This is an optimization exercise on Yosys and OpenROAD, whose aim is small area, a short achievable clock period and few clock cycles per item, not a production implementation. At most, simulation tests tie the RTL to the original design; equivalence was not proved. Function not checked in run 1: the RTL went through the layout flow alone. No run shown here takes its clock network from TritonCTS; it comes from the design's own scripts or RTL. The clock input has no modelled driver; a real chip could not lean on it and would need a root buffer or a full tree. Power figures rest on the tool's default switching activity, not on a simulated workload.

### flow/run.sh
#!/bin/bash
set -euo pipefail
bash standard.sh SYNTH_SCRIPT=$(pwd)/flow/synth_own.tcl SETUP_SLACK_MARGIN=7.3 BUFFER_PORTS_ARGS="-buffer_cell sky130_fd_sc_hd__buf_1" PRE_CTS_TCL=$(pwd)/flow/own_cts.tcl POST_CTS_TCL=$(pwd)/flow/own_post_cts.tcl  finish > standard.log 2>&1
### flow/abc_own.script
strash
dch
map -a
mfs2
strash
dch
map -a
topo
stime -c
buffer -c
upsize -c
dnsize -c
### flow/own_cts.tcl
# Own clock tree, sourced as PRE_CTS_TCL. The clock port drives 4 clock
# buffers directly, and each buffer drives the clock pins of one group of
# flip-flops. With OWN_CTS_INV1 and OWN_CTS_INV2 set, each buffer is instead a
# pair of inverters: the port drives the first, the first drives only the
# second, and the second drives the group. The groups come from two cuts of
# the placed flip-flops: one across x or y, then one across each half the
# other way. The cut positions are searched so that the group with the
# largest estimated load (pin capacitance plus the wire of a minimum spanning
# tree) is as light as it can be. Every flip-flop is the same number of stages
# from the clock port.
# The tree is built in place of TritonCTS, that is after the CTS step's
# repair_clock_inverters (which would otherwise copy the inverters next to
# every flip-flop); the rest of the CTS step (legalisation, repair_timing)
# runs as usual.

# estimated load of a group in fF: 1.8 fF per clock pin, 0.12 fF per um of
# the minimum spanning tree over the pins (Prim)
proc own_cts_cost {pts} {
  set n [llength $pts]
  if {$n == 0} { return 0 }
  set xs [lmap p $pts {lindex $p 0}]
  set ys [lmap p $pts {lindex $p 1}]
  set in [lrepeat $n 0]
  set d [lrepeat $n 1e18]
  lset d 0 0
  set tot 0.0
  for {set k 0} {$k < $n} {incr k} {
    set best -1; set bd 1e18
    for {set i 0} {$i < $n} {incr i} {
      if {![lindex $in $i] && [lindex $d $i] < $bd} { set bd [lindex $d $i]; set best $i }
    }
    lset in $best 1
    set tot [expr {$tot + $bd}]
    set bx [lindex $xs $best]; set by [lindex $ys $best]
    for {set i 0} {$i < $n} {incr i} {
      if {![lindex $in $i]} {
        set dd [expr {abs([lindex $xs $i] - $bx) + abs([lindex $ys $i] - $by)}]
        if {$dd < [lindex $d $i]} { lset d $i $dd }
      }
    }
  }
  return [expr {1.8 * $n + 0.12 * $tot}]
}

# cut a list of {x y iterm} at fraction f along axis (0: x, 1: y)
proc own_cts_cut {pts axis f} {
  set pts [lsort -real -index $axis $pts]
  set k [expr {int(round([llength $pts] * $f))}]
  return [list [lrange $pts 0 [expr {$k - 1}]] [lrange $pts $k end]]
}

proc own_cts_build {} {
  set db [ord::get_db]
  set block [ord::get_db_block]
  set bufcell sky130_fd_sc_hd__clkbuf_16
  if {[info exists ::env(OWN_CTS_BUF)]} { set bufcell $::env(OWN_CTS_BUF) }
  set master [$db findMaster $bufcell]
  set inv1 ""
  if {[info exists ::env(OWN_CTS_INV1)] && [info exists ::env(OWN_CTS_INV2)]} {
    set inv1 [$db findMaster $::env(OWN_CTS_INV1)]
    set inv2 [$db findMaster $::env(OWN_CTS_INV2)]
  }
  set clknet [$block findNet clk]
  set dbu [$block getDbUnitsPerMicron]

  set sinks {}
  foreach it [$clknet getITerms] {
    set bb [[$it getInst] getBBox]
    set x [expr {([$bb xMin] + [$bb xMax]) / 2.0 / $dbu}]
    set y [expr {([$bb yMin] + [$bb yMax]) / 2.0 / $dbu}]
    lappend sinks [list $x $y $it]
  }
  puts "own_cts: [llength $sinks] clock sinks"

  set fracs {0.38 0.40 0.42 0.44 0.46 0.48 0.50 0.52 0.54 0.56 0.58 0.60 0.62}
  set best {}
  set bestcost 1e18
  foreach axis {0 1} {
    foreach f1 $fracs {
      set sub {}
      set worst 0
      foreach h [own_cts_cut $sinks $axis $f1] {
        set hb {}; set hc 1e18
        foreach f2 $fracs {
          set q [own_cts_cut $h [expr {1 - $axis}] $f2]
          set c [expr {max([own_cts_cost [lindex $q 0]], [own_cts_cost [lindex $q 1]])}]
          if {$c < $hc} { set hc $c; set hb $q }
        }
        lappend sub {*}$hb
        set worst [expr {max($worst, $hc)}]
      }
      if {$worst < $bestcost} { set bestcost $worst; set best $sub }
    }
  }
  puts "own_cts: worst estimated group load [format %.1f $bestcost] fF"

  set i 0
  foreach g $best {
    set sx 0.0; set sy 0.0
    foreach p $g { set sx [expr {$sx + [lindex $p 0]}]; set sy [expr {$sy + [lindex $p 1]}] }
    set cx [expr {int($sx / [llength $g] * $dbu)}]
    set cy [expr {int($sy / [llength $g] * $dbu)}]
    set net [odb::dbNet_create $block "clknet_own_$i"]
    $net setSigType CLOCK
    if {$inv1 eq ""} {
      set inst [odb::dbInst_create $block $master "clkbuf_own_$i"]
      [$inst findITerm A] connect $clknet
      [$inst findITerm X] connect $net
      set placed [list $inst]
    } else {
      set a [odb::dbInst_create $block $inv1 "clkinv_own_a$i"]
      set b [odb::dbInst_create $block $inv2 "clkinv_own_b$i"]
      set mid [odb::dbNet_create $block "clknet_own_m$i"]
      $mid setSigType CLOCK
      [$a findITerm A] connect $clknet
      [$a findITerm Y] connect $mid
      [$b findITerm A] connect $mid
      [$b findITerm Y] connect $net
      set placed [list $b $a]
    }
    foreach p $g {
      set it [lindex $p 2]
      $it disconnect
      $it connect $net
    }
    set dx 0
    foreach inst $placed {
      $inst setLocation [expr {$cx + $dx}] $cy
      $inst setPlacementStatus PLACED
      set dx [expr {$dx + [[$inst getMaster] getWidth]}]
    }
    puts "own_cts: group $i at ($cx, $cy): [llength $g] sinks, estimated [format %.1f [own_cts_cost $g]] fF"
    incr i
  }
}

# With OWN_OUTBUF set, the port buffers of the outputs (which start as buf_1,
# like those of the inputs) are swapped for that buffer before the tree is
# built; the CTS step's legalisation places them.
proc own_outbuf {} {
  if {![info exists ::env(OWN_OUTBUF)]} { return }
  set block [ord::get_db_block]
  set master [[ord::get_db] findMaster $::env(OWN_OUTBUF)]
  foreach bt [$block getBTerms] {
    if {[$bt getIoType] ne "OUTPUT"} { continue }
    set drv [[$bt getNet] getFirstOutput]
    if {$drv eq "NULL" || $drv eq ""} { continue }
    set inst [$drv getInst]
    if {[string match "*buf_1" [[$inst getMaster] getName]]} {
      $inst swapMaster $master
    }
  }
}

rename clock_tree_synthesis tritoncts_unused
proc clock_tree_synthesis {args} {
  own_outbuf
  own_cts_build
  puts "own_cts: clock tree built by own_cts.tcl, TritonCTS skipped"
  set_propagated_clock [all_clocks]
}
### flow/own_post_cts.tcl
# Sourced as POST_CTS_TCL, after the CTS step's repair_timing. For each output
# port driven (through its port buffer) by a flip-flop that also drives other
# logic, the other loads are moved behind a new buffer, so that the flip-flop
# drives only the port buffer and that buffer; the port buffer becomes
# OWN_OUTBUF (buf_2). The cells are then legalised again.
proc own_split_outputs {} {
  set db [ord::get_db]
  set block [ord::get_db_block]
  set outbuf [$db findMaster [expr {[info exists ::env(OWN_OUTBUF)] ? $::env(OWN_OUTBUF) : "sky130_fd_sc_hd__buf_2"}]]
  set splitbuf [$db findMaster [expr {[info exists ::env(OWN_SPLITBUF)] ? $::env(OWN_SPLITBUF) : "sky130_fd_sc_hd__buf_1"}]]
  set n 0
  foreach bt [$block getBTerms] {
    if {[$bt getIoType] ne "OUTPUT"} { continue }
    set drv [[$bt getNet] getFirstOutput]
    if {$drv eq "NULL" || $drv eq ""} { continue }
    set ob [$drv getInst]
    if {![string match "*buf*" [[$ob getMaster] getName]]} { continue }
    if {[[$ob getMaster] getArea] < [$outbuf getArea]} { $ob swapMaster $outbuf }
    set qnet [[$ob findITerm A] getNet]
    set qdrv [$qnet getFirstOutput]
    if {$qdrv eq "NULL" || $qdrv eq ""} { continue }
    if {![string match "*df*" [[[$qdrv getInst] getMaster] getName]]} { continue }
    set others {}
    foreach it [$qnet getITerms] {
      if {[$it isOutputSignal]} { continue }
      if {[$it getInst] eq $ob} { continue }
      lappend others $it
    }
    if {[llength $others] == 0} { continue }
    set sb [odb::dbInst_create $block $splitbuf "split_own_$n"]
    set snet [odb::dbNet_create $block "split_own_net_$n"]
    [$sb findITerm A] connect $qnet
    [$sb findITerm X] connect $snet
    foreach it $others { $it disconnect; $it connect $snet }
    set loc [[$qdrv getInst] getLocation]
    $sb setLocation [lindex $loc 0] [lindex $loc 1]
    $sb setPlacementStatus PLACED
    incr n
  }
  puts "own_post_cts: split the loads of $n output flip-flops"
}
own_split_outputs
estimate_parasitics -placement
detailed_placement
check_placement -verbose
### flow/synth_own.tcl
# The standard synthesis script (synth_recipe.tcl), with one change: ABC
# maps the top module with abc_own.script (beside this file: map -a and mfs2,
# for area) and the two small modules that carry the late inputs (rule and
# world_in) with ORFS's own script. Registers, their names and their cell
# types are the standard synthesis's.
set own_abc_script [file normalize [file join [file dirname [info script]] abc_own.script]]
proc synth {args} { yosys synth -nofsm -noshare {*}$args }
proc abc {args} {
  set i [lsearch -exact $args -script]
  if {$i < 0} { yosys abc {*}$args; return }
  set late {automaton_pick}
  set own $args
  lset own [expr {$i + 1}] $::own_abc_script
  yosys abc {*}$own automaton automaton_rule
  yosys abc {*}$args {*}$late
}
source $::env(SCRIPTS_DIR)/synth.tcl
# left out here: clear keep_hierarchy, flatten, clean up, hide names made inside functions, write 1_2_yosys.v
### standard.sh
#!/bin/bash
# synth_recipe.tcl (not shown) runs the flow's synth.tcl, then flattens the netlist and writes it again
# the make line also repeats each setting of config.mk as NAME=value (left out here)
make -C /OpenROAD-flow-scripts/flow DESIGN_CONFIG=/design/flow/config.mk WORK_HOME=/design/flow/orfs CLKGATE_MAP_FILE= SYNTH_SCRIPT=/design/flow/synth_recipe.tcl "${@:-finish}"
### config.mk
export PLATFORM = sky130hd
export DESIGN_NAME = automaton
export DESIGN_NICKNAME = automaton
export VERILOG_FILES = /design/flow/design.v
export SDC_FILE = /design/flow/constraint.sdc
export NUM_CORES = 8
export LEC_CHECK = 0
export ABC_AREA = 1
export CAP_MARGIN = 20
export CORE_MARGIN = 2
export CORE_UTILIZATION = 50
export GPL_ROUTABILITY_DRIVEN = 1
export GPL_TIMING_DRIVEN = 1
export PLACE_DENSITY = 0.6
export SLEW_MARGIN = 20
export SYNTH_HIERARCHICAL = 1
### constraint.sdc
create_clock -name core_clock -period 10.0 [get_ports {clk}]
set_input_delay 2.0000 -clock core_clock [delete_from_list [all_inputs] [get_ports {clk}]]
set_output_delay 2.0000 -clock core_clock [all_outputs]
set_load 0.01 [all_outputs]
### design.v
`timescale 1ns / 1ps
module automaton_rule(
    input  [31:0] rule,
    input  [15:0] sel,          
    output        n0,
    output        n1);
    wire [15:0] e0, e1;
    genvar i;
    generate
        for (i = 0; i < 16; i = i + 1) begin : g
            assign e0[i] = rule[{i[3:1], 1'b0, i[0]}];
            assign e1[i] = rule[{i[3:1], 1'b1, i[0]}];
        end
    endgenerate
    assign n0 = |(sel & e0);
    assign n1 = |(sel & e1);
endmodule
module automaton_pick(
    input         world_in,
    input         rst,
    input         ch0,
    input         ch1,
    input         is_read,
    input  [12:0] wr,           
    input  [12:0] rd,           
    output        we,           
    output [12:0] nxt);
    wire   do_wr = is_read & (world_in ? ch1 : ch0);
    assign we  = do_wr & ~rst;
    assign nxt = rst ? 13'd0 : do_wr ? wr : rd;
endmodule
module automaton(
    input               clk,
    input               rst,
    input      [31:0]   rule,
    output reg [5:0]    row,
    output reg [5:0]    col,
    output reg          world_we,
    input               world_in,
    output reg          world_out,
    output reg          update_done);
    reg [17:0] sr;          
    reg [63:0] st;          
    reg        c0, c1;      
    reg        halo;        
    reg        first;       
    wire       is_read = ~world_we;
    wire [2:0] s_ = row[5:3];
    wire [2:0] j_ = row[2:0];
    wire       rh = is_read & halo;             
    wire       rd = is_read & ~halo;            
    wire       col0  = (col == 6'd0);
    wire       col63 = (col == 6'd63);
    wire       j7 = (j_ == 3'd7);
    wire [2:0] sd = rh ? (col63 ? 3'd0 : 3'd7) : {2'b00, j7} + {2'b00, ~is_read & col63};
    wire [5:0] nr_row = {s_ + sd, rh ? j_ : j_ + 3'd1};
    wire [5:0] nr_col = col + {5'd0, ~rd};
    wire       nr_halo = ~rh & j7;
    wire       mW    = rd ? (col == 6'd1) : col0;              
    wire       j0    = rh | j7;                                
    wire       q     = (rd & col0) ? (s_ == 3'd0) : (s_ == 3'd7);
    wire       mN    = rh ? (s_ == 3'd1) : (j7 & q);           
    wire       mS    = ~rh & (j_ == 3'd6) & q;                 
    wire       tS = is_read ? sr[6]  : sr[7];
    wire       tC = is_read ? sr[7]  : sr[8];
    wire       tN = is_read ? sr[8]  : sr[9];
    wire       tW = is_read ? sr[16] : sr[17];
    wire       bN = (j0 ? st[63] : tN) & ~mN;
    wire       bW = tW & ~mW;
    wire       bS = tS & ~mS;
    wire       n0, n1;
    automaton_rule lut(.rule(rule), .sel(16'd1 << {bN, bW, tC, bS}),
                       .n0(n0), .n1(n1));
    wire       valid = ~halo & ~(first & col0);
    wire       ch0 = valid & (c0 ^ sr[8]);
    wire       ch1 = valid & ((col0 ? c0 : c1) ^ sr[8]);
    wire [5:0] wr_row = {col0 ? s_ - 3'd1 : s_, j_};
    wire       we_n;
    wire [5:0] n_row, n_col;
    wire       n_halo;
    automaton_pick pick(.world_in(world_in), .rst(rst), .ch0(ch0), .ch1(ch1),
                        .is_read(is_read),
                        .wr({wr_row, col - 6'd1, 1'b0}),
                        .rd({nr_row, nr_col, nr_halo}),
                        .we(we_n), .nxt({n_row, n_col, n_halo}));
    always @(posedge clk) begin
        if (is_read)
            sr <= {sr[16:0], world_in};
        if (is_read & ~halo & (row[2:0] == 3'd0))
            st <= {st[62:0], sr[1]};
        world_out <= ~sr[8];
        row <= n_row;
        col <= n_col;
        halo <= n_halo;
        world_we <= we_n;
        c0 <= n0;
        c1 <= n1;
        if (rst) begin
            first <= 1'b1;
            update_done <= 1'b0;
        end else begin
            first <= first & col0;
            update_done <= is_read & halo & ~first & (row == 6'd8) & (col == 6'd0);
        end
    end
endmodule
==> impl_results.md, run 1 <==
- Outcome: complete, no violations
- Total iterations of the first detailed-routing run: 4
- Initial Util: 50.8%
- Relative area change from synthesis to final layout: 15.7%
- Synth Area per Inst: 12.4 um^2
- Syn_nets: 400
- Dominant synthesized flop cell: sky130_fd_sc_hd__edfxtp_1
- Master of the slowest instance on the critical path: sky130_fd_sc_hd__nand2_2
- Worst endpoint data arrival time: 2.70 ns
- Violation count after the first detailed-routing iteration: 123
- Hold crit path type: flop to flop
- Post-Synthesis Cell Area: 0.00434 mm^2
- Die Outline Area: 0.00945 mm^2
- Sequential share of the synthesized area: 65.4%
- Share of cells above drive strength 1: 23.7%
- WL met3: 303 um
- Total count of hold-check failures in the final report: 0
- Leading cell type in the layout, fill and taps excluded: sky130_fd_sc_hd__edfxtp_1
- Num rows: 34
- Number of distinct library cells after synthesis: 36
- EDFF count, synth: 82
- Highest achievable clock rate: 0.378 GHz
- Number of vias per cell: 5.01
- List of cells traversed by the critical path: clkbuf_2, nand2_2, nand2_8, a21oi_1, nor2_1
- Most used cells in the layout excluding fill and tap cells: sky130_fd_sc_hd__edfxtp_1, sky130_fd_sc_hd__buf_1, sky130_fd_sc_hd__nor2_1, sky130_fd_sc_hd__inv_1, sky130_fd_sc_hd__nand2_1
- Wire length of the first global-routing pass: 11500 um
- Hold_sp: sr[13]
- Die Wd: 97.2 um
- Grt total ovfl: 0
- Critical register-to-register path startpoint: col[1]
- Largest area contributor in the synthesized netlist: sky130_fd_sc_hd__edfxtp_1
- Routed length per instance: 14.2 um
- Register clock-pin slew on the reported worst setup and hold paths: 0.09 ns
- Die Height: 97.2 um
- Register-to-register path setup slack: 7.36 ns
- Number of I/O port buffers: 49
- Maximum fanout along the worst path: 14
- Post-Route M1 WL: 3660 um
- Kind of launch point of the worst setup path: input pin
- Multi-input logic area: 0.00139 mm^2
- Nature of the critical path endpoint: flop
- Max-slew violation count: 0
- Std-Cell Core Area: 0.00855 mm^2
- RePlAce Congestion: 0.821
- Initial antenna violation count: 0
- Wire length on met2: 3350 um
- Sink of the worst hold path: sr[14]
- ANT cells: 0
- Peak supply drop: 0.167 mV
- Transition at the pin with the smallest max-transition slack: 0.742 ns
- Total wire length: 7450 um
- Sum Neg Setup Slack: 0 ns
- Clock tree skew after final layout: 0.00848 ns
- Number of standard cells after synthesis: 349
- Worst Path Class, Setup: input pin to flop
- Maximum number of pins on one net before global-route repair: 65
- Total of max-cap violations: 0
- # DRC: 0
- Power density relative to cell area: 361 mW/mm^2
- Synthesis Warnings: 7
- Fillers: 669
- Share of the cycle needed by the critical path after routing: 26.5%
- Setup Viol. Count Final: 0
- Leakage power total: 1.95 nW
- Final ANT Viol Nets: 0
- Depth of the worst hold-timing path: 0
- Area of all sequential standard cells: 0.00288 mm^2
- Asr flop ratio synth: 0%
- Yosys top cell area share: 56.7%
- Detailed-route via count: 2635
- Top Layer Used: met4
- Number of synthesized register bits: 101
- Worst flop-to-flop path endpoint: c1
- Maximum single-stage delay on the critical path: 0.20 ns
- R2R cell count: 17
- Overall Global Routing Usage: 14.4%
- Max-slew headroom: 50.6%
- Clock Latency Late Sink: 0.16 ns
- Most area-consuming cells after synthesis: sky130_fd_sc_hd__edfxtp_1, sky130_fd_sc_hd__dfxtp_1, sky130_fd_sc_hd__ha_1
- Post-route minimum period: 2.65 ns
- I/O pin cnt: 50
- Setup repair after global routing missed its margin: yes
- Required @ worst endpoint: 10.05 ns
- Net total in the final layout: 471
- Number of global-route vias before repair: 2366
- Overall power of the completed layout: 1.82 mW
- Total half-perimeter wirelength after legalization and detailed placement: 4430 um
[Yosys stat by module, one instance, submodules excluded]
module	flops+latches	cells	area, um^2	times used
automaton	101	253	3730	1
automaton_rule	0	18	203	1
automaton_pick	0	78	414	1
[how the worst max path moves through the flow]
stage	cells after the start	endpoint	slack [ns]	startpoint
6_report	5	row[3]	7.35	world_in
5_1_grt	17	c1	7.23	col[1]
3_5_place_dp	6	col[1]	7.07	world_in
3_3_place_gp	6	col[3]	7.12	world_in
2_1_floorplan	12	row[5]	7.40	world_we
[metal layers]
metal | vias up | GRT usage [%]
met5 | - | 0
met4 | 0 | 2.78
met3 | 12 | 1.51
met2 | 53 | 21.9
met1 | 1224 | 22.9
li1 | 1346 | -
[synth_stat cells, types with 3 or more instances]
library cell and instances:
sky130_fd_sc_hd__edfxtp_1 82, sky130_fd_sc_hd__nor2_1 45, sky130_fd_sc_hd__inv_1 39, sky130_fd_sc_hd__nand2_1 35, sky130_fd_sc_hd__dfxtp_1 19, sky130_fd_sc_hd__a21oi_1 18, sky130_fd_sc_hd__nand3_1 18, sky130_fd_sc_hd__ha_1 15
sky130_fd_sc_hd__xor2_1 10, sky130_fd_sc_hd__a221oi_2 8, sky130_fd_sc_hd__a22o_1 8, sky130_fd_sc_hd__nand3_2 6, sky130_fd_sc_hd__buf_4 4, sky130_fd_sc_hd__nand4_1 4, sky130_fd_sc_hd__nor2_2 4, sky130_fd_sc_hd__nor3_1 4
sky130_fd_sc_hd__o21ai_0 3, sky130_fd_sc_hd__xnor2_1 3
[worst max-delay path: cells and delay by family]
kind	cells	cell delay [ns]
buffers and inverters	1	0.11
AO/OA/AOI/OAI	1	0.18
AND/OR/NAND/NOR	3	0.40
[final cells by class]
| cell class | instances | share of cell area (%) |
|---|---|---|
| Multi-Input combinational cell | 198 | 27.6 |
| Inverter | 41 | 3.24 |
| Timing Repair Buffer | 61 | 5.85 |
| Sequential cell | 101 | 57.2 |
| Buffer | 17 | 3.38 |
| Tap cell | 108 | 2.69 |
[registers in the layout, summed over array words and instances (netlist names), 6 cells and up]
name  count
st       64
sr       18
col       6
row       6
[stage by stage]
step	cell area, um^2	setup WS [ns]	utilization (%)	instances	hold slack, ns
2_1_floorplan	4350	7.40	-	349	0.400
3_3_place_gp	4590	7.12	53.7	497	0.402
3_5_place_dp	4590	7.07	53.7	497	0.405
5_1_grt	5030	7.23	58.8	526	0.434
6_report	5030	7.35	58.8	526	0.416
[power by group]
part           total, mW  internal [mW]  switching [mW]
Clock              0.166         0.0733          0.0928
Combinational      0.794          0.275           0.519
Sequential         0.857          0.786          0.0714
Total               1.82           1.13           0.683
[logic make-up after synthesis]
logic type      after synthesis  synth area share (%)
simple gates                122                  13.3
flops                       101                  65.4
buf+inv                      52                  5.70
compound gates               44                  8.06
fa+ha+maj                    16                  4.78
xor+xnor                     13                  2.62
other cells                   1                0.0863
==> run 2: changes to the inputs <==
--- a/design.v
+++ b/design.v
@@ -17,17 +17,15 @@
 endmodule
 module automaton_pick(
     input         world_in,
-    input         rst,
     input         ch0,
     input         ch1,
     input         is_read,
     input  [12:0] wr,           
     input  [12:0] rd,           
-    output        we,           
+    output        do_wr,
     output [12:0] nxt);
-    wire   do_wr = is_read & (world_in ? ch1 : ch0);
-    assign we  = do_wr & ~rst;
-    assign nxt = rst ? 13'd0 : do_wr ? wr : rd;
+    assign do_wr = is_read & (world_in ? ch1 : ch0);
+    assign nxt   = do_wr ? wr : rd;
 endmodule
 module automaton(
     input               clk,
@@ -75,14 +73,14 @@
     wire       ch0 = valid & (c0 ^ sr[8]);
     wire       ch1 = valid & ((col0 ? c0 : c1) ^ sr[8]);
     wire [5:0] wr_row = {col0 ? s_ - 3'd1 : s_, j_};
-    wire       we_n;
+    wire       do_wr;
     wire [5:0] n_row, n_col;
     wire       n_halo;
-    automaton_pick pick(.world_in(world_in), .rst(rst), .ch0(ch0), .ch1(ch1),
+    automaton_pick pick(.world_in(world_in), .ch0(ch0), .ch1(ch1),
                         .is_read(is_read),
-                        .wr({wr_row, col - 6'd1, 1'b0}),
-                        .rd({nr_row, nr_col, nr_halo}),
-                        .we(we_n), .nxt({n_row, n_col, n_halo}));
+                        .wr(rst ? 13'd0 : {wr_row, col - 6'd1, 1'b0}),
+                        .rd(rst ? 13'd0 : {nr_row, nr_col, nr_halo}),
+                        .do_wr(do_wr), .nxt({n_row, n_col, n_halo}));
     always @(posedge clk) begin
         if (is_read)
             sr <= {sr[16:0], world_in};
@@ -92,7 +90,7 @@
         row <= n_row;
         col <= n_col;
         halo <= n_halo;
-        world_we <= we_n;
+        world_we <= do_wr & ~rst;
         c0 <= n0;
         c1 <= n1;
         if (rst) begin
==> run 2 against run 1 <==
  * Still clean
  * Combinational power fell by 12%
  * Utilization rose by 0.18 points
  * Final area fell by 3.1%
  * Worst hold slack barely moved
  * Via count rose by 3.5%
  * Worst setup slack got worse by 0.0012 ns
  * Wire length rose by 2.9%
  * Flip-flop and latch count did not move
  * Critical endpoint is now col[3]
  * Highest routed layer unchanged
==> impl_results.md, run 2 <==
- Outcome: complete, no violations
- Switching power share of the total: 37.3% (-0.33 points)
- Total wire length: 7670 um (+2.9%)
- Number of synthesized register bits: 101 (unchanged)
- Asr flop ratio synth: 0% (unchanged)
- Master of the slowest instance on the critical path: sky130_fd_sc_hd__dfxtp_4
- Total count of hold-check failures in the final report: 0 (unchanged)
- Post-synth top cells: sky130_fd_sc_hd__edfxtp_1, sky130_fd_sc_hd__nand2_1, sky130_fd_sc_hd__nor2_1, sky130_fd_sc_hd__inv_1, sky130_fd_sc_hd__nand3_1
- Transition at the pin with the smallest max-transition slack: 0.756 ns (+0.0145 ns)
- Initial antenna violation count: 0 (unchanged)
- Peak supply drop: 0.159 mV (-4.9%)
- Clock tree skew after final layout: 0.0107 ns (+0.00226 ns)
- Net total in the final layout: 473 (+0.42%)
- # DRC: 0 (unchanged)
- Final ANT Viol Nets: 0 (unchanged)
- Yosys top cell area share: 57.4% (+0.73 points)
- Cell with the most instances after synthesis: sky130_fd_sc_hd__edfxtp_1
- Kind of launch point of the worst setup path: flop
- Crit. Startpoint: col[3]
- Highest achievable clock rate: 0.378 GHz (about the same)
- Number of vias per cell: 5.19 (+3.7%)
- Relative area change from synthesis to final layout: 13.5%
- Critical register-to-register path startpoint: col[3]
- Cell internal pwr: 1.09 mW (-3.9%)
- Maximum single-stage delay on the critical path: 0.36 ns (+0.16 ns)
- Nature of the critical path endpoint: primary output
- Maximum number of pins on one net before global-route repair: 65 (unchanged)
- Share of cells above drive strength 1: 19.3% (-4.4 points)
- Hold crit path type: flop to flop
- Syn_nets: 403 (+0.75%)
- Grt total ovfl: 0 (unchanged)
- Sum Neg Setup Slack: 0 ns (unchanged)
- Setup Viol. Count Final: 0 (unchanged)
- Combinational power share: 40.3% (-3.4 points)
- Setup repair after global routing missed its margin: yes
- Total of max-cap violations: 0 (unchanged)
- Largest area contributor in the synthesized netlist: sky130_fd_sc_hd__edfxtp_1
- Worst Path Class, Setup: flop to primary output
- Share of the cycle needed by the critical path after routing: 26.5% (about the same)
- Hold_sp: st[44]
- Violation count after the first detailed-routing iteration: 137 (+11%)
- Detailed-route via count: 2726 (+3.5%)
- Worst endpoint data arrival time: 0.65 ns (-2.05 ns)
- Switch Pwr: 0.647 mW (-5.3%)
- Registers with the most flip-flops: st (64), sr (18)
- Dominant synthesized flop cell: sky130_fd_sc_hd__edfxtp_1
- Number of I/O port buffers: 49 (unchanged)
- Power density relative to cell area: 357 mW/mm^2 (-1.3%)
- Maximum fanout along the worst path: 2 (-12)
- Die Outline Area: 0.00934 mm^2 (-1.2%)
- Initial Util: 51.9% (+1.1 points)
- Top register by number of flip-flops: st
- Total iterations of the first detailed-routing run: 4 (unchanged)
- Max-slew violation count: 0 (unchanged)
- ANT cells: 0 (unchanged)
- Clock Latency Late Sink: 0.16 ns (about the same)
- Overall power of the completed layout: 1.74 mW (-4.4%)
- Part of the power in the clock network: 9.8% (+0.7 points)
- Most area-consuming cells after synthesis: sky130_fd_sc_hd__edfxtp_1, sky130_fd_sc_hd__dfxtp_1, sky130_fd_sc_hd__nand2_1
- Leading cell type in the layout, fill and taps excluded: sky130_fd_sc_hd__edfxtp_1
- Overall Global Routing Usage: 15.7% (+1.3 points)
- Post-Synthesis Cell Area: 0.00429 mm^2 (-1.3%)
- List of cells traversed by the critical path: buf_2
- Synthesis Warnings: 7 (unchanged)
- Max-slew headroom: 49.6% (-0.97 points)
- Routed length per instance: 14.6 um (+3.1%)
- Required @ worst endpoint: 8.00 ns (-2.05 ns)
- Count of buffer and inverter cells on the critical path: 1 (unchanged)
- Die Wd: 96.6 um (-0.61%)
- Synth Area per Inst: 12.2 um^2 (-2.1%)
- Register clock-pin slew on the reported worst setup and hold paths: 0.10 ns (about the same)
- Wire length of the first global-routing pass: 12500 um (+8.1%)
- Most used cells in the layout excluding fill and tap cells: sky130_fd_sc_hd__edfxtp_1, sky130_fd_sc_hd__nand2_1, sky130_fd_sc_hd__buf_1, sky130_fd_sc_hd__nor2_1, sky130_fd_sc_hd__inv_1
- RePlAce Congestion: 0.824 (+0.33%)
- Number of distinct library cells after synthesis: 35 (-2.8%)
- Largest register FFs: 64 (unchanged)
- Std-Cell Core Area: 0.00826 mm^2 (-3.4%)
- Share of total power in sequential cells: 49.9% (+2.7 points)
- I/O pin cnt: 50 (unchanged)
- Number of global-route vias before repair: 2526 (+6.8%)
- Post-route minimum period: 2.65 ns (+0.00118 ns)
- Register-to-register path setup slack: 7.38 ns (+0.02 ns)
- Die Height: 96.6 um (-0.61%)
- Leakage power total: 1.91 nW (-2.4%)
- Number of standard cells after synthesis: 352 (+0.86%)
- Total half-perimeter wirelength after legalization and detailed placement: 4930 um (+11%)
- Kind of cell adding the most delay to the critical path: flip-flops
- Num rows: 33 (-2.9%)
- Sequential share of the synthesized area: 66.3% (+0.84 points)
- EDFF count, synth: 82 (unchanged)
[run 2: cell types whose count changed after synthesis, sizes merged, moves of 2 or more]
cell and change:
buf -4, nor2 -9, o21ai +11, xor2 -10, xnor2 -2, inv -5, nand2 +20
[run 2: area by class of cell]
cell class	count	area [um^2]
Fill cell	693	3390
Multi-Input combinational cell	208	1280
Timing Repair Buffer	58	283
Buffer	17	153
Sequential cell	101	2880
Tap cell	105	131
Inverter	36	143
[run 2: kinds of logic (layout without fill, tap and decap cells)]
kind of cell	count (synthesis)	count (layout)	synth area share, %
adders and majority gates	16	16	4.84
xor gates and xnor gates	1	1	0.204
DFF	101	101	66.3
other	1	1	0.0874
and+or+nand+nor	136	136	14.8
buffers and inverters	43	111	4.43
AOI/OAI and AO/OA	54	54	9.34
[run 2: modules after synthesis (local to each module, per instance)]
module / times used / flops+latches
automaton_pick: 1 / 0
automaton_rule: 1 / 0
automaton: 1 / 101
[run 2: path summary, 6_finish.rpt]
check | end | cells past startpoint
setup / recovery | col[3] | 1
hold / removal | st[45] | 0
setup reg to reg | row[5] | 16
hold reg to reg | st[45] | 0
[run 2: stage by stage]
stage | instance area (um^2) | utilization, % | instances | setup slack [ns] | hold WS (ns)
2_1_floorplan | 4320 | - | 352 | 7.31 | 0.400
3_3_place_gp | 4580 | 55.4 | 501 | 6.83 | 0.402
3_5_place_dp | 4580 | 55.4 | 501 | 6.78 | 0.405
5_1_grt | 4870 | 59.0 | 525 | 7.26 | 0.429
6_report | 4870 | 59.0 | 525 | 7.35 | 0.417
[run 2: power groups by stage]
stage          registers (mW)  logic (mW)  clock network [mW]
2_1_floorplan           0.860       0.488                   0
3_3_place_gp            0.886       0.614                   0
3_5_place_dp            0.886       0.623                   0
5_1_grt                 0.888       0.788               0.190
6_report                0.866       0.700               0.171
[run 2: metal layers]
| metal | up-vias | GRT usage, % | share of wire [%] |
|---|---|---|---|
| met3 | 8 | 1.37 | 4.2 |
| met5 | - | 0 | 0 |
| li1 | 1376 | - | - |
| met2 | 57 | 25.0 | 44 |
| met1 | 1285 | 24.5 | 50 |
| met4 | 0 | 1.95 | 1.3 |
Testbench counts of run 2, summed over its fixed seeds: cycles 2,499,633, generations 384.
==> run 3: changes to the inputs <==
==> flow/run.sh (replaced) <==
#!/bin/bash
set -euo pipefail
bash standard.sh SYNTH_SCRIPT=$(pwd)/flow/synth_own.tcl SETUP_SLACK_MARGIN=7.25 BUFFER_PORTS_ARGS="-buffer_cell sky130_fd_sc_hd__buf_1" PRE_CTS_TCL=$(pwd)/flow/own_cts.tcl POST_CTS_TCL=$(pwd)/flow/own_post_cts.tcl  finish > standard.log 2>&1
==> run 3 against run 2 <==
  * Maximum frequency is 0.34% lower
  * Critical path type unchanged
  * Final cell count stayed put
  * Via count is 0.88% lower
  * Flip-flop and latch count stayed put
  * Still clean on timing, DRC and antenna
  * Global-route usage hardly changed
  * Clock skew is 0.00085 ns lower
  * Clock power hardly changed
  * Worst hold slack better by 0.0041 ns
==> impl_results.md, run 3 <==
- Outcome: complete, no violations
- Relative area change from synthesis to final layout: 13.1%
- Leakage power total: 1.90 nW (-0.30%)
- Post-route minimum period: 2.66 ns (+0.00915 ns)
- Area of all sequential standard cells: 0.00286 mm^2 (-0.57%)
- Combinational family with the most area after synthesis: simple AND/OR/NAND/NOR gates
- Hold crit path type: flop to flop
- Die Height: 96.6 um (unchanged)
- Depth of the worst hold-timing path: 0 (unchanged)
- Critical register-to-register path startpoint: col[3]
- Share of the cycle needed by the critical path after routing: 26.6% (+0.091 points)
- RePlAce Congestion: 0.851 (+3.3%)
- Top register by number of flip-flops: st
- Peak supply drop: 0.181 mV (+14%)
- Register-to-register path setup slack: 7.44 ns (+0.06 ns)
- Maximum single-stage delay on the critical path: 0.35 ns (about the same)
- Post-Synth Adder-Cell Area: 4.84% (unchanged)
- Kind of cell adding the most delay to the critical path: flip-flops
- Worst endpoint data arrival time: 0.66 ns (about the same)
- Post-synth top cells: sky130_fd_sc_hd__edfxtp_1, sky130_fd_sc_hd__nand2_1, sky130_fd_sc_hd__nor2_1, sky130_fd_sc_hd__inv_1, sky130_fd_sc_hd__nand3_1
- Overall Global Routing Usage: 15.8% (+0.039 points)
- Simple logic cell fraction of the synthesized area: 14.8% (unchanged)
- ANT cells: 0 (unchanged)
- Number of vias per cell: 5.15 (-0.88%)
- Share of cells above drive strength 1: 18.1% (-1.2 points)
- Net total in the final layout: 473 (unchanged)
- Total of max-cap violations: 0 (unchanged)
- Asr flop ratio synth: 0% (unchanged)
- Kind of launch point of the worst setup path: flop
- Die Outline Area: 0.00934 mm^2 (unchanged)
- # DRC: 0 (unchanged)
- Power density relative to cell area: 354 mW/mm^2 (-0.68%)
- Cell with the most instances after synthesis: sky130_fd_sc_hd__edfxtp_1
- Overall power of the completed layout: 1.72 mW (-1.1%)
- Number of synthesized register bits: 101 (unchanged)
- Maximum number of pins on one net before global-route repair: 65 (unchanged)
- Initial Util: 51.9% (unchanged)
- Clock tree skew after final layout: 0.00989 ns (-0.000853 ns)
- Number of standard cells after synthesis: 352 (unchanged)
- Synthesis Warnings: 7 (unchanged)
- Number of global-route vias before repair: 2575 (+1.9%)
- Max-slew violation count: 0 (unchanged)
- Fillers: 697 (+0.58%)
- Yosys top cell area share: 57.4% (unchanged)
- Grt total ovfl: 0 (unchanged)
- Required @ worst endpoint: 8.00 ns (about the same)
- Transition at the pin with the smallest max-transition slack: 0.756 ns (+0.000173 ns)
- Post-synthesis xor/xnor area fraction: 0.204% (unchanged)
- Worst flop-to-flop path endpoint: row[5]
- Register clock-pin slew on the reported worst setup and hold paths: 0.10 ns (about the same)
- Number of I/O port buffers: 49 (unchanged)
- Worst Path Class, Setup: flop to primary output
- Sum Neg Setup Slack: 0 ns (unchanged)
- R2R cell count: 15 (-1)
- Die Wd: 96.6 um (unchanged)
- Wire length of the first global-routing pass: 12500 um (+0.39%)
- Largest area contributor in the synthesized netlist: sky130_fd_sc_hd__edfxtp_1
- Synth Area per Inst: 12.2 um^2 (unchanged)
- Total iterations of the first detailed-routing run: 4 (unchanged)
- Setup repair after global routing missed its margin: yes
- EDFF count, synth: 82 (unchanged)
- Clock Latency Late Sink: 0.16 ns (about the same)
- Violation count after the first detailed-routing iteration: 148 (+8.0%)
- Total half-perimeter wirelength after legalization and detailed placement: 4790 um (-2.7%)
- Multi-input logic area: 0.00128 mm^2 (-0.19%)
- Routed length per instance: 14.4 um (-1.2%)
- Most used cells in the layout excluding fill and tap cells: sky130_fd_sc_hd__edfxtp_1, sky130_fd_sc_hd__nand2_1, sky130_fd_sc_hd__buf_1, sky130_fd_sc_hd__nor2_1, sky130_fd_sc_hd__inv_1
- Post-route core utilization: 58.7% (-0.23 points)
- Final ANT Viol Nets: 0 (unchanged)
- Detailed-route via count: 2702 (-0.88%)
- Count of buffer and inverter cells on the critical path: 1 (unchanged)
- Initial antenna violation count: 0 (unchanged)
- Syn_nets: 403 (unchanged)
- Master of the slowest instance on the critical path: sky130_fd_sc_hd__dfxtp_1
- Maximum fanout along the worst path: 2 (unchanged)
- Compound-Gate Fraction of Synth Area: 9.33% (unchanged)
- Hold_sp: sr[12]
- Num rows: 33 (unchanged)
- Registers with the most flip-flops: st (64), sr (18)
- List of cells traversed by the critical path: buf_2
- Max-slew headroom: 49.6% (about the same)
- Fraction of synthesized area in multiplexers: 0% (unchanged)
- Sequential share of the synthesized area: 66.3% (unchanged)
- Number of distinct library cells after synthesis: 35 (unchanged)
- Worst slack on hold paths: 0.421 ns (+0.00407 ns)
- Setup Viol. Count Final: 0 (unchanged)
- Largest register FFs: 64 (unchanged)
- Sink of the worst hold path: sr[13]
- Post-Synthesis Cell Area: 0.00429 mm^2 (unchanged)
- I/O pin cnt: 50 (unchanged)
- Most area-consuming cells after synthesis: sky130_fd_sc_hd__edfxtp_1, sky130_fd_sc_hd__dfxtp_1, sky130_fd_sc_hd__nand2_1
- Nature of the critical path endpoint: primary output
- Highest achievable clock rate: 0.376 GHz (-0.34%)
- Total wire length: 7570 um (-1.2%)
- Leading cell type in the layout, fill and taps excluded: sky130_fd_sc_hd__edfxtp_1
- Std-Cell Core Area: 0.00826 mm^2 (unchanged)
- Total count of hold-check failures in the final report: 0 (unchanged)
- Dominant synthesized flop cell: sky130_fd_sc_hd__edfxtp_1
## run 3: cell counts after synthesis
Identical to the previous run, type by type.
## run 3: worst max path at each step
stage / startpoint / endpoint / slack [ns] / cells past startpoint
after floorplan: rst / row[5] / 7.26 / 7
after global placement: rst / row[4] / 6.75 / 6
after detailed placement: rst / col[3] / 6.73 / 6
after global routing: world_we / c0 / 7.23 / 12
final: row[1] / row[1] / 7.34 / 1
## run 3: per-layer routing
metal | share of wire, % | wire (um) | global-route usage [%] | up-vias
met1 | 51 | 3830 | 25.2 | 1268
met4 | 0.98 | 74 | 2.38 | 0
met5 | 0 | 0 | 0 | -
li1 | - | - | - | 1372
met2 | 44 | 3300 | 24.0 | 55
met3 | 4.8 | 367 | 1.59 | 7
## run 3: per-stage QoR
step           instance area, um^2  std cells  setup slack, ns
3_5_place_dp                  4570        501             6.73
3_3_place_gp                  4570        501             6.75
2_1_floorplan                 4310        352             7.26
6_report                      4850        525             7.34
5_1_grt                       4850        525             7.23
## run 3: worst register-to-register path, stage by stage (launching register included)
cell and delay [ns]:
sky130_fd_sc_hd__dfxtp_4 0.36, sky130_fd_sc_hd__clkbuf_4 0.17, sky130_fd_sc_hd__inv_1 0.08, sky130_fd_sc_hd__nor2_2 0.15, sky130_fd_sc_hd__nand4_1 0.14, sky130_fd_sc_hd__nor2_1 0.13, sky130_fd_sc_hd__ha_1 0.23, sky130_fd_sc_hd__nand2_1 0.07
sky130_fd_sc_hd__nand2_1 0.06, sky130_fd_sc_hd__ha_1 0.19, sky130_fd_sc_hd__fa_1 0.40, sky130_fd_sc_hd__xnor2_2 0.15, sky130_fd_sc_hd__o21ai_0 0.16, sky130_fd_sc_hd__a21oi_1 0.06, sky130_fd_sc_hd__nand2_1 0.07, sky130_fd_sc_hd__nand2_1 0.05
## run 3: cell families (layout without fill, tap and decap cells)
kind of cell,count (synthesis),after routing
buf+inv,43,111
simple gates,136,136
other cells,1,1
flops,101,101
xor+xnor,1,1
fa+ha+maj,16,16
compound gates,54,54
## run 3: report_power, final
group,internal (mW),switching [mW]
combinational,0.213,0.474
clock,0.0734,0.0950
sequential,0.790,0.0727
total,1.08,0.642
## run 3: modules after synthesis, one instance, submodules excluded
module / flops+latches / cell area [um^2] / cells / copies in the design
automaton_rule: 0 / 203 / 18 / 1
automaton_pick: 0 / 249 / 52 / 1
automaton: 101 / 3840 / 282 / 1
## run 3: cell type report
type                            count  area share [%]
Tap cell                          105            2.71
Buffer                             17            3.22
Sequential cell                   101            59.0
Timing Repair Buffer               58            5.73
Inverter                           36            2.97
Multi-Input combinational cell    208            26.4
==> run 4: changes to the inputs <==
==> flow/run.sh (replaced) <==
#!/bin/bash
set -euo pipefail
bash standard.sh SYNTH_SCRIPT=$(pwd)/flow/synth_own.tcl SETUP_SLACK_MARGIN=7.25 BUFFER_PORTS_ARGS="-buffer_cell sky130_fd_sc_hd__buf_1" PRE_CTS_TCL=$(pwd)/flow/own_cts.tcl POST_CTS_TCL=$(pwd)/flow/own_post_cts.tcl OWN_ABC_PICK=speed finish > standard.log 2>&1
==> flow/synth_own.tcl (replaced) <==
# The standard synthesis script (synth_recipe.tcl), with one change to the
# ABC mapping: the top module and the rule lookup are mapped with
# abc_own.script (beside this file: map -a and mfs2, for area), and the module
# that carries the late inputs world_in and rst (automaton_pick) with ORFS's
# own script (abc_area.script, or abc_speed.script with OWN_ABC_PICK=speed).
# Registers, their names and their cell types are the standard synthesis's.
set own_abc_script [file normalize [file join [file dirname [info script]] abc_own.script]]
proc synth {args} { yosys synth -nofsm -noshare {*}$args }
proc abc {args} {
  set i [lsearch -exact $args -script]
  if {$i < 0} { yosys abc {*}$args; return }
  set own $args
  lset own [expr {$i + 1}] $::own_abc_script
  yosys abc {*}$own automaton automaton_rule
  set late $args
  if {[info exists ::env(OWN_ABC_PICK)] && $::env(OWN_ABC_PICK) eq "speed"} {
    lset late [expr {$i + 1}] $::env(SCRIPTS_DIR)/abc_speed.script
  }
  yosys abc {*}$late automaton_pick
}
source $::env(SCRIPTS_DIR)/synth.tcl
# left out here: clear keep_hierarchy, flatten, clean up, hide names made inside functions, write 1_2_yosys.v
==> run 4 against run 3 <==
  * Register-to-register slack worse by 0.10 ns
  * Sequential share of layout area is 0.96 points lower
  * Area after synthesis is 0.44% lower
  * Die area is 0.42% lower
  * Global-route usage is 0.37 points higher
  * Critical endpoint is now row[2]
  * Largest power group unchanged
  * Highest routed layer unchanged
==> impl_results.md, run 4 <==
- Switch Pwr: 0.670 mW (+4.4%)
- Most area-consuming cells after synthesis: sky130_fd_sc_hd__edfxtp_1, sky130_fd_sc_hd__dfxtp_1, sky130_fd_sc_hd__ha_1
- Register-to-register path setup slack: 7.34 ns (-0.10 ns)
- Sink of the worst hold path: st[61]
- Worst slack on hold paths: 0.418 ns (-0.00310 ns)
- Most used cells in the layout excluding fill and tap cells: sky130_fd_sc_hd__edfxtp_1, sky130_fd_sc_hd__buf_1, sky130_fd_sc_hd__nor2_1, sky130_fd_sc_hd__inv_1, sky130_fd_sc_hd__nand2_1
- Leakage power total: 1.91 nW (+0.44%)
- Power density relative to cell area: 372 mW/mm^2 (+5.0%)
- Share of the cycle needed by the critical path after routing: 28.5% (+1.9 points)
- Cell with the most instances after synthesis: sky130_fd_sc_hd__edfxtp_1
- Depth of the worst hold-timing path: 0 (unchanged)
- Number of standard cells after synthesis: 317 (-9.9%)
- Maximum fanout along the worst path: 7 (+5)
- Asr flop ratio synth: 0% (unchanged)
- Grt total ovfl: 0 (unchanged)
- Maximum number of pins on one net before global-route repair: 65 (unchanged)
- Total count of hold-check failures in the final report: 0 (unchanged)
- Hold crit path type: flop to flop
- Post-Place Cells: 467 (-6.8%)
- Critical register-to-register path startpoint: col[3]
- Number of synthesized register bits: 101 (unchanged)
- Maximum single-stage delay on the critical path: 0.36 ns (about the same)
- Largest area contributor in the synthesized netlist: sky130_fd_sc_hd__edfxtp_1
- Place WS: 6.45 ns (-0.275 ns)
- Transition at the pin with the smallest max-transition slack: 0.758 ns (+0.00207 ns)
- Post-synth top cells: sky130_fd_sc_hd__edfxtp_1, sky130_fd_sc_hd__nor2_1, sky130_fd_sc_hd__inv_1, sky130_fd_sc_hd__nand2_1, sky130_fd_sc_hd__dfxtp_1
- Worst Path Class, Setup: input pin to flop
- Net total in the final layout: 445 (-5.9%)
- Synthesis Warnings: 7 (unchanged)
- Final ANT Viol Nets: 0 (unchanged)
- Dominant synthesized flop cell: sky130_fd_sc_hd__edfxtp_1
- Clock tree skew after final layout: 0.00991 ns (+0.0000192 ns)
- Master of the slowest instance on the critical path: sky130_fd_sc_hd__mux2_4
- Initial Util: 51.7% (-0.23 points)
- Crit path top cell by count: sky130_fd_sc_hd__mux2_4
- Leading cell type in the layout, fill and taps excluded: sky130_fd_sc_hd__edfxtp_1
- Required @ worst endpoint: 10.05 ns (+2.05 ns)
- Number of global-route vias before repair: 2412 (-6.3%)
- Total iterations of the first detailed-routing run: 4 (unchanged)
- List of cells traversed by the critical path: buf_8, mux2_4, nand2_8, mux2_4
- Synth Area per Inst: 13.5 um^2 (+11%)
- Peak supply drop: 0.191 mV (+5.7%)
- Registers with the most flip-flops: st (64), sr (18)
- ANT cells: 0 (unchanged)
- Outcome: complete, no violations
- Routed length per instance: 15.0 um (+4.3%)
- Syn_nets: 368 (-8.7%)
- Number of standard cells in the final layout excluding fillers: 497 (-5.3%)
- Area post-placement: 0.00456 mm^2 (-0.36%)
- Total half-perimeter wirelength after legalization and detailed placement: 4680 um (-2.4%)
- Highest achievable clock rate: 0.351 GHz (-6.6%)
- Die Height: 96.4 um (-0.21%)
- Num rows: 33 (unchanged)
- Register clock-pin slew on the reported worst setup and hold paths: 0.10 ns (about the same)
- Number of vias per cell: 5.24 (+1.7%)
- Total of max-cap violations: 0 (unchanged)
- Max-slew violation count: 0 (unchanged)
- Total wire length: 7480 um (-1.2%)
- Share of cells above drive strength 1: 24.0% (+5.9 points)
- Top register by number of flip-flops: st
- Setup Viol. Count Final: 0 (unchanged)
- Max-slew headroom: 49.5% (-0.14 points)
- Die Outline Area: 0.00930 mm^2 (-0.42%)
- Kind of launch point of the worst setup path: input pin
- Clock Latency Late Sink: 0.16 ns (about the same)
- Wire length of the first global-routing pass: 12000 um (-4.4%)
- # DRC: 0 (unchanged)
- Share of total power in sequential cells: 47.0% (-3.2 points)
- Combinational power share: 43.8% (+3.8 points)
- Worst Slack Setup Final: 7.15 ns (-0.189 ns)
- Worst endpoint data arrival time: 2.90 ns (+2.24 ns)
- Std-Cell Core Area: 0.00826 mm^2 (unchanged)
- Fin area: 0.00492 mm^2 (+1.5%)
- Switching power share of the total: 36.6% (-0.77 points)
- Sum Neg Setup Slack: 0 ns (unchanged)
- Setup repair after global routing missed its margin: yes
- I/O pin cnt: 50 (unchanged)
- R2R cell count: 14 (-1)
- Cell internal pwr: 1.16 mW (+7.9%)
- Post-route minimum period: 2.85 ns (+0.189 ns)
- Part of the power in the clock network: 9.2% (-0.6 points)
- Fillers: 702 (+0.72%)
- Hold_sp: st[60]
- Number of distinct library cells after synthesis: 36 (+2.9%)
- Relative area change from synthesis to final layout: 15.3%
- Initial antenna violation count: 0 (unchanged)
- Yosys top cell area share: 57.7% (+0.25 points)
- Largest register FFs: 64 (unchanged)
- Post-Synthesis Cell Area: 0.00427 mm^2 (-0.44%)
- RePlAce Congestion: 0.823 (-3.2%)
- Overall Global Routing Usage: 16.1% (+0.37 points)
- Detailed-route via count: 2602 (-3.7%)
- Die Wd: 96.4 um (-0.21%)
- Sequential share of the synthesized area: 66.6% (+0.29 points)
- Nature of the critical path endpoint: flop
- EDFF count, synth: 82 (unchanged)
- Worst flop-to-flop path endpoint: row[5]
- Number of I/O port buffers: 49 (unchanged)
- Violation count after the first detailed-routing iteration: 122 (-18%)
run 4: changes by cell type after synthesis:
| cell | previous run | this run |
|---|---|---|
| sky130_fd_sc_hd__mux2_2 | 0 | 4 |
| sky130_fd_sc_hd__nand2_4 | 2 | 3 |
| sky130_fd_sc_hd__inv_2 | 3 | 1 |
| sky130_fd_sc_hd__nand3_1 | 22 | 9 |
| sky130_fd_sc_hd__buf_12 | 0 | 1 |
| sky130_fd_sc_hd__buf_6 | 3 | 1 |
| sky130_fd_sc_hd__nand2_2 | 4 | 2 |
| sky130_fd_sc_hd__buf_4 | 1 | 0 |
| sky130_fd_sc_hd__inv_1 | 32 | 31 |
| sky130_fd_sc_hd__mux2_4 | 0 | 10 |
| sky130_fd_sc_hd__nand3_4 | 1 | 0 |
| sky130_fd_sc_hd__nand2_1 | 52 | 23 |
run 4: cell type report:
type / count / area (um^2) / area share [%]
Sequential cell: 101 / 2860 / 58.0
Timing Repair inverter: 1 / 5.00 / 0.102
Tap cell: 105 / 131 / 2.67
Inverter: 33 / 134 / 2.72
Buffer: 17 / 158 / 3.20
Timing Repair Buffer: 61 / 319 / 6.48
Multi-Input combinational cell: 179 / 1320 / 26.8
run 4: cell families (layout without fill, tap and decap cells):
family	after synthesis	in the layout	synth area share, %
flops	101	101	66.6
simple gates	92	93	10.4
compound gates	54	54	9.38
buf+inv	38	112	3.96
fa+ha+maj	16	16	4.86
mux	14	14	4.57
other cells	1	1	0.0878
xor+xnor	1	1	0.205
run 4: worst max-delay path by stage:
stage	start	end	slack (ns)	depth (start not counted)
final	world_in	row[2]	7.15	4
after floorplan	world_in	col[2]	7.05	4
after global placement	rst	col[3]	6.52	5
after global routing	world_in	col[1]	7.15	4
after detailed placement	rst	row[4]	6.45	5
run 4: Yosys stat by module, one instance, submodules excluded:
| module | cells inside | copies in the design | flip-flops and latches |
|---|---|---|---|
| automaton | 282 | 1 | 101 |
| automaton_pick | 17 | 1 | 0 |
| automaton_rule | 18 | 1 | 0 |
run 4: power by group through the flow:
stage,registers [mW],logic (mW),clock network [mW]
after global placement,0.890,0.662,0
after detailed placement,0.888,0.673,0
final,0.862,0.802,0.168
after global routing,0.886,0.890,0.188
after floorplan,0.863,0.543,0
run 4: worst max-delay path, delay by kind of cell:
family                 cells  cell delay (ns)
multiplexers               2             0.66
AND/OR/NAND/NOR            1             0.13
buffers and inverters      1             0.10
run 4: through the flow:
| stage | util, % | power [mW] |
|---|---|---|
| 2_1_floorplan | - | 1.41 |
| 3_3_place_gp | 55.2 | 1.55 |
| 3_5_place_dp | 55.2 | 1.56 |
| 5_1_grt | 59.6 | 1.96 |
| 6_report | 59.6 | 1.83 |
run 4: per-layer routing:
layer	GRT usage [%]	vias up	share of wire [%]
li1	-	1284	-
met5	0	-	0
met3	0.931	12	3.4
met2	25.1	53	44
met4	2.70	0	1.9
met1	25.6	1253	50
==> run 5: changes to the inputs <==
--- a/design.v
+++ b/design.v
@@ -1,19 +1,11 @@
 `timescale 1ns / 1ps
 module automaton_rule(
     input  [31:0] rule,
-    input  [15:0] sel,          
+    input  [3:0]  idx,          
     output        n0,
     output        n1);
-    wire [15:0] e0, e1;
-    genvar i;
-    generate
-        for (i = 0; i < 16; i = i + 1) begin : g
-            assign e0[i] = rule[{i[3:1], 1'b0, i[0]}];
-            assign e1[i] = rule[{i[3:1], 1'b1, i[0]}];
-        end
-    endgenerate
-    assign n0 = |(sel & e0);
-    assign n1 = |(sel & e1);
+    assign n0 = rule[{idx[3:1], 1'b0, idx[0]}];
+    assign n1 = rule[{idx[3:1], 1'b1, idx[0]}];
 endmodule
 module automaton_pick(
     input         world_in,
@@ -55,20 +47,17 @@
     wire [5:0] nr_col = col + {5'd0, ~rd};
     wire       nr_halo = ~rh & j7;
     wire       mW    = rd ? (col == 6'd1) : col0;              
-    wire       j0    = rh | j7;                                
-    wire       q     = (rd & col0) ? (s_ == 3'd0) : (s_ == 3'd7);
-    wire       mN    = rh ? (s_ == 3'd1) : (j7 & q);           
-    wire       mS    = ~rh & (j_ == 3'd6) & q;                 
+    wire       mN    = rh & (s_ == 3'd1);
+    wire       mS    = ~rh & (j_ == 3'd6) & ((rd & col0) ? (s_ == 3'd0) : (s_ == 3'd7));
     wire       tS = is_read ? sr[6]  : sr[7];
     wire       tC = is_read ? sr[7]  : sr[8];
     wire       tN = is_read ? sr[8]  : sr[9];
     wire       tW = is_read ? sr[16] : sr[17];
-    wire       bN = (j0 ? st[63] : tN) & ~mN;
+    wire       bN = (rh ? st[63] : tN) & ~mN;
     wire       bW = tW & ~mW;
     wire       bS = tS & ~mS;
     wire       n0, n1;
-    automaton_rule lut(.rule(rule), .sel(16'd1 << {bN, bW, tC, bS}),
-                       .n0(n0), .n1(n1));
+    automaton_rule lut(.rule(rule), .idx({bN, bW, tC, bS}), .n0(n0), .n1(n1));
     wire       valid = ~halo & ~(first & col0);
     wire       ch0 = valid & (c0 ^ sr[8]);
     wire       ch1 = valid & ((col0 ? c0 : c1) ^ sr[8]);
@@ -77,20 +66,20 @@
     wire [5:0] n_row, n_col;
     wire       n_halo;
     automaton_pick pick(.world_in(world_in), .ch0(ch0), .ch1(ch1),
-                        .is_read(is_read),
-                        .wr(rst ? 13'd0 : {wr_row, col - 6'd1, 1'b0}),
+                        .is_read(is_read & ~rst),
+                        .wr({wr_row, col - 6'd1, 1'b0}),
                         .rd(rst ? 13'd0 : {nr_row, nr_col, nr_halo}),
                         .do_wr(do_wr), .nxt({n_row, n_col, n_halo}));
     always @(posedge clk) begin
         if (is_read)
             sr <= {sr[16:0], world_in};
-        if (is_read & ~halo & (row[2:0] == 3'd0))
-            st <= {st[62:0], sr[1]};
+        if (is_read & halo)
+            st <= {st[62:0], sr[0]};
         world_out <= ~sr[8];
         row <= n_row;
         col <= n_col;
         halo <= n_halo;
-        world_we <= do_wr & ~rst;
+        world_we <= do_wr;
         c0 <= n0;
         c1 <= n1;
         if (rst) begin
==> flow/run.sh (replaced) <==
#!/bin/bash
set -euo pipefail
bash standard.sh SYNTH_SCRIPT=$(pwd)/flow/synth_own.tcl SETUP_SLACK_MARGIN=7.25 BUFFER_PORTS_ARGS="-buffer_cell sky130_fd_sc_hd__buf_1" PRE_CTS_TCL=$(pwd)/flow/own_cts.tcl  finish > standard.log 2>&1
--- a/flow/own_cts.tcl
+++ b/flow/own_cts.tcl
@@ -1,6 +1,6 @@
-# Own clock tree, sourced as PRE_CTS_TCL. The clock port drives 4 clock
-# buffers directly, and each buffer drives the clock pins of one group of
-# flip-flops. With OWN_CTS_INV1 and OWN_CTS_INV2 set, each buffer is instead a
+# Own clock tree, sourced as PRE_CTS_TCL. The clock port drives 4 (or, with
+# OWN_CTS_NBUF=3, 3) clock buffers directly, and each buffer drives the clock
+# pins of one group of flip-flops. With OWN_CTS_INV1 and OWN_CTS_INV2 set, each buffer is instead a
 # pair of inverters: the port drives the first, the first drives only the
 # second, and the second drives the group. The groups come from two cuts of
 # the placed flip-flops: one across x or y, then one across each half the
@@ -72,24 +72,43 @@
   }
   puts "own_cts: [llength $sinks] clock sinks"
 
+  set nbuf 4
+  if {[info exists ::env(OWN_CTS_NBUF)]} { set nbuf $::env(OWN_CTS_NBUF) }
   set fracs {0.38 0.40 0.42 0.44 0.46 0.48 0.50 0.52 0.54 0.56 0.58 0.60 0.62}
   set best {}
   set bestcost 1e18
   foreach axis {0 1} {
-    foreach f1 $fracs {
-      set sub {}
-      set worst 0
-      foreach h [own_cts_cut $sinks $axis $f1] {
-        set hb {}; set hc 1e18
+    if {$nbuf == 4} {
+      # two halves, each cut in two the other way
+      foreach f1 $fracs {
+        set sub {}
+        set worst 0
+        foreach h [own_cts_cut $sinks $axis $f1] {
+          set hb {}; set hc 1e18
+          foreach f2 $fracs {
+            set q [own_cts_cut $h [expr {1 - $axis}] $f2]
+            set c [expr {max([own_cts_cost [lindex $q 0]], [own_cts_cost [lindex $q 1]])}]
+            if {$c < $hc} { set hc $c; set hb $q }
+          }
+          lappend sub {*}$hb
+          set worst [expr {max($worst, $hc)}]
+        }
+        if {$worst < $bestcost} { set bestcost $worst; set best $sub }
+      }
+    } else {
+      # a third on one side, the rest cut in two the other way
+      foreach f1 {0.28 0.30 0.32 0.34 0.36 0.38 0.62 0.64 0.66 0.68 0.70 0.72} {
+        set cut [own_cts_cut $sinks $axis $f1]
+        set small [expr {$f1 < 0.5 ? 0 : 1}]
+        set one [lindex $cut $small]
+        set rest [lindex $cut [expr {1 - $small}]]
+        set c1 [own_cts_cost $one]
         foreach f2 $fracs {
-          set q [own_cts_cut $h [expr {1 - $axis}] $f2]
-          set c [expr {max([own_cts_cost [lindex $q 0]], [own_cts_cost [lindex $q 1]])}]
-          if {$c < $hc} { set hc $c; set hb $q }
+          set q [own_cts_cut $rest [expr {1 - $axis}] $f2]
+          set c [expr {max($c1, [own_cts_cost [lindex $q 0]], [own_cts_cost [lindex $q 1]])}]
+          if {$c < $bestcost} { set bestcost $c; set best [list $one {*}$q] }
         }
-        lappend sub {*}$hb
-        set worst [expr {max($worst, $hc)}]
       }
-      if {$worst < $bestcost} { set bestcost $worst; set best $sub }
     }
   }
   puts "own_cts: worst estimated group load [format %.1f $bestcost] fF"
removed: flow/own_post_cts.tcl
==> run 5 against run 4 <==
  * Final area fell by 5.1%
  * Register-to-register slack improved by 0.17 ns
  * Power fell by 25%
  * Sequential share of layout area rose by 3.5 points
  * Critical path type is now flop to primary output
  * Critical endpoint is now col[2]
  * Largest cell class unchanged
==> impl_results.md, run 5 <==
- Asr flop ratio synth: 0% (unchanged)
- Power density relative to cell area: 295 mW/mm^2 (-21%)
- Sum Neg Setup Slack: 0 ns (unchanged)
- Clock Latency Late Sink: 0.15 ns (about the same)
- Number of global-route vias before repair: 2296 (-4.8%)
- Cell internal pwr: 0.857 mW (-26%)
- Violation count after the first detailed-routing iteration: 145 (+19%)
- Outcome: complete, no violations
- Area post-placement: 0.00450 mm^2 (-1.3%)
- Total wire length: 7020 um (-6.1%)
- Syn_nets: 395 (+7.3%)
- Die Outline Area: 0.00919 mm^2 (-1.1%)
- Maximum single-stage delay on the critical path: 0.40 ns (+0.04 ns)
- Combinational power share: 40.0% (-3.8 points)
- Fin area: 0.00468 mm^2 (-5.1%)
- Initial antenna violation count: 0 (unchanged)
- Post-route core utilization: 56.9% (-2.7 points)
- GR met1 Demand/Resource: 25.1% (-0.48 points)
- Global-route layer with the greatest usage: met1
- Maximum fanout along the worst path: 6 (-1)
- Fillers: 702 (unchanged)
- Routed length per instance: 14.1 um (-6.1%)
- Synthesis Warnings: 7 (unchanged)
- Count of buffer and inverter cells on the critical path: 1 (unchanged)
- Share of total power in sequential cells: 48.0% (+1.0 points)
- RePlAce Congestion: 0.802 (-2.5%)
- Clock tree skew after final layout: 0.00822 ns (-0.00169 ns)
- Net total in the final layout: 446 (+0.22%)
- # DRC: 0 (unchanged)
- Post-cts hold buffer count: 0
- Number of I/O port buffers: 49 (unchanged)
- Post-Synthesis Cell Area: 0.00422 mm^2 (-1.1%)
- Die Wd: 95.9 um (-0.55%)
- Cell with the most instances after synthesis: sky130_fd_sc_hd__edfxtp_1
- Number of standard cells in the final layout excluding fillers: 497 (unchanged)
- Dominant synthesized flop cell: sky130_fd_sc_hd__edfxtp_1
- Setup repair after global routing missed its margin: no
- Total of max-cap violations: 0 (unchanged)
- Number of distinct library cells after synthesis: 36 (unchanged)
- Master of the slowest instance on the critical path: sky130_fd_sc_hd__dfxtp_4
- Sequential share of the synthesized area: 67.3% (+0.77 points)
- Total count of hold-check failures in the final report: 0 (unchanged)
- Part of the power in the clock network: 12.1% (+2.9 points)
- Grt total ovfl: 0 (unchanged)
- Overall Global Routing Usage: 15.2% (-0.89 points)
- Peak supply drop: 0.143 mV (-25%)
- Hold crit path type: flop to flop
- Register clock-pin slew on the reported worst setup and hold paths: 0.09 ns (about the same)
- Wire length of the first global-routing pass: 11200 um (-5.9%)
- List of cells traversed by the critical path: buf_1
- Yosys top cell area share: 58.3% (+0.67 points)
- EDFF count, synth: 82 (unchanged)
- Worst endpoint data arrival time: 0.71 ns (-2.19 ns)
- Std-Cell Core Area: 0.00822 mm^2 (-0.50%)
- Setup Viol. Count Final: 0 (unchanged)
- Max-slew violation count: 0 (unchanged)
- Kind of cell adding the most delay to the critical path: flip-flops
- Kind of launch point of the worst setup path: flop
- Number of standard cells after synthesis: 343 (+8.2%)
- Required @ worst endpoint: 8.00 ns (-2.05 ns)
- Multi-input logic area: 0.00119 mm^2 (-9.8%)
- Relative area change from synthesis to final layout: 10.8%
- Highest achievable clock rate: 0.369 GHz (+5.0%)
- Share of cells above drive strength 1: 14.5% (-9.4 points)
- Largest area contributor in the synthesized netlist: sky130_fd_sc_hd__edfxtp_1
- Final ANT Viol Nets: 0 (unchanged)
- Number of synthesized register bits: 101 (unchanged)
- ANT cells: 0 (unchanged)
- Worst Path Class, Setup: flop to primary output
- Die Height: 95.9 um (-0.55%)
- Share of the cycle needed by the critical path after routing: 27.1% (-1.4 points)
- Detailed-route via count: 2553 (-1.9%)
- Switch Pwr: 0.523 mW (-22%)
- Total half-perimeter wirelength after legalization and detailed placement: 4550 um (-2.7%)
- Most area-consuming cells after synthesis: sky130_fd_sc_hd__edfxtp_1, sky130_fd_sc_hd__dfxtp_1, sky130_fd_sc_hd__ha_1
- Area of all sequential standard cells: 0.00288 mm^2 (+0.70%)
- Switching power share of the total: 37.9% (+1.3 points)
- Most used cells in the layout excluding fill and tap cells: sky130_fd_sc_hd__edfxtp_1, sky130_fd_sc_hd__nand2_1, sky130_fd_sc_hd__buf_1, sky130_fd_sc_hd__nor2_1, sky130_fd_sc_hd__inv_1
- Registers with the most flip-flops: st (64), sr (18)
- Leading cell type in the layout, fill and taps excluded: sky130_fd_sc_hd__edfxtp_1
- Initial Util: 51.4% (-0.33 points)
- Maximum number of pins on one net before global-route repair: 73 (+12%)
- Total iterations of the first detailed-routing run: 4 (unchanged)
- Num rows: 33 (unchanged)
- Place WS: 6.85 ns (+0.400 ns)
- Leakage power total: 1.68 nW (-12%)
- Worst Slack Setup Final: 7.29 ns (+0.135 ns)
- Met3 global-route usage: 0.940% (+0.0087 points)
- Global routing met2 resource utilization: 23.4% (-1.7 points)
- Synth Area per Inst: 12.3 um^2 (-8.6%)
- Top register by number of flip-flops: st
- Nature of the critical path endpoint: primary output
- Post-Place Cells: 490 (+4.9%)
- Post-synth top cells: sky130_fd_sc_hd__edfxtp_1, sky130_fd_sc_hd__nand2_1, sky130_fd_sc_hd__nor2_1, sky130_fd_sc_hd__inv_1, sky130_fd_sc_hd__nand3_1
- Number of vias per cell: 5.14 (-1.9%)
- I/O pin cnt: 50 (unchanged)
- Largest register FFs: 64 (unchanged)
- Post-route minimum period: 2.71 ns (-0.135 ns)
[run 5: changes by cell type after synthesis, moves of 7 or more]
cell,previous run,this run
sky130_fd_sc_hd__a221oi_2,8,0
sky130_fd_sc_hd__o221ai_1,0,8
sky130_fd_sc_hd__a21oi_1,18,10
sky130_fd_sc_hd__a22o_1,8,0
sky130_fd_sc_hd__inv_2,1,8
sky130_fd_sc_hd__nand3_1,9,21
sky130_fd_sc_hd__nor2_1,37,28
sky130_fd_sc_hd__nand2_1,23,53
sky130_fd_sc_hd__mux2_4,10,0
[run 5: power groups by stage]
stage / sequential [mW] / clock, mW / combinational [mW]
floorplan: 0.652 / 0 / 0.433
global placement: 0.669 / 0 / 0.518
detailed placement: 0.668 / 0 / 0.526
CTS: 0.659 / 0.172 / 0.548
global route: 0.676 / 0.187 / 0.627
finish: 0.662 / 0.167 / 0.552
[run 5: final cells by class]
| cell class | count | area share, % |
|---|---|---|
| Buffer | 4 | 2.14 |
| Timing Repair Buffer | 55 | 5.14 |
| Tap cell | 105 | 2.81 |
| Multi-Input combinational cell | 196 | 25.5 |
| Sequential cell | 101 | 61.5 |
| Inverter | 36 | 2.89 |
[run 5: per-module statistics from Yosys (local to each module, per instance)]
module,cell area (um^2),copies in the design,cells inside
automaton_rule,295,1,52
automaton,3680,1,239
automaton_pick,249,1,52
[run 5: repair_timing]
| item | 4_1_cts | 5_1_grt |
|---|---|---|
| endpoints found under the hold margin | 0 | 0 |
| pin swaps | 1 | 0 |
| resized for setup | 15 | 12 |
| setup buffers | 3 | 0 |
| endpoints found under the setup margin | 28 | 12 |
[run 5: per-stage QoR]
stage | hold slack [ns] | power, mW
after floorplan | 0.400 | 1.09
after global placement | 0.402 | 1.19
after detailed placement | 0.405 | 1.19
after CTS | 0.427 | 1.38
after global routing | 0.433 | 1.49
final | 0.424 | 1.38
[run 5: logic make-up (layout without fill, tap and decap cells)]
logic type	after synthesis	count (layout)	synth area share [%]
compound gates	51	51	7.80
xor+xnor	7	7	1.45
fa+ha+maj	17	17	5.22
buf+inv	46	95	5.19
flops	101	101	67.3
other cells	1	1	0.0888
simple gates	120	120	12.9
[run 5: worst paths after layout]
path,start,end,slack (ns),cells after the start
hold / removal,st[62],st[63],0.42,0
hold reg to reg,st[62],st[63],0.42,0
setup reg to reg,halo,c0,7.51,10
setup / recovery,col[2],col[2],7.29,1
[run 5: metal layers]
layer / part of all wire, % / routed length [um]
met5: 0 / 0
met4: 0.64 / 45
met3: 3.4 / 241
met2: 44 / 3070
met1: 52 / 3670
Testbench counts of run 5, summed over its fixed seeds: cycles 2,499,633, generations 384.

Setup slack of run 5, layout unchanged: 7.289 ns with ideal ports, 7.218 ns with driving cells assumed (clock clkbuf_16, inputs buf_2), 7.188 ns with port delays also shifted by the 0.222 ns mid clock arrival.
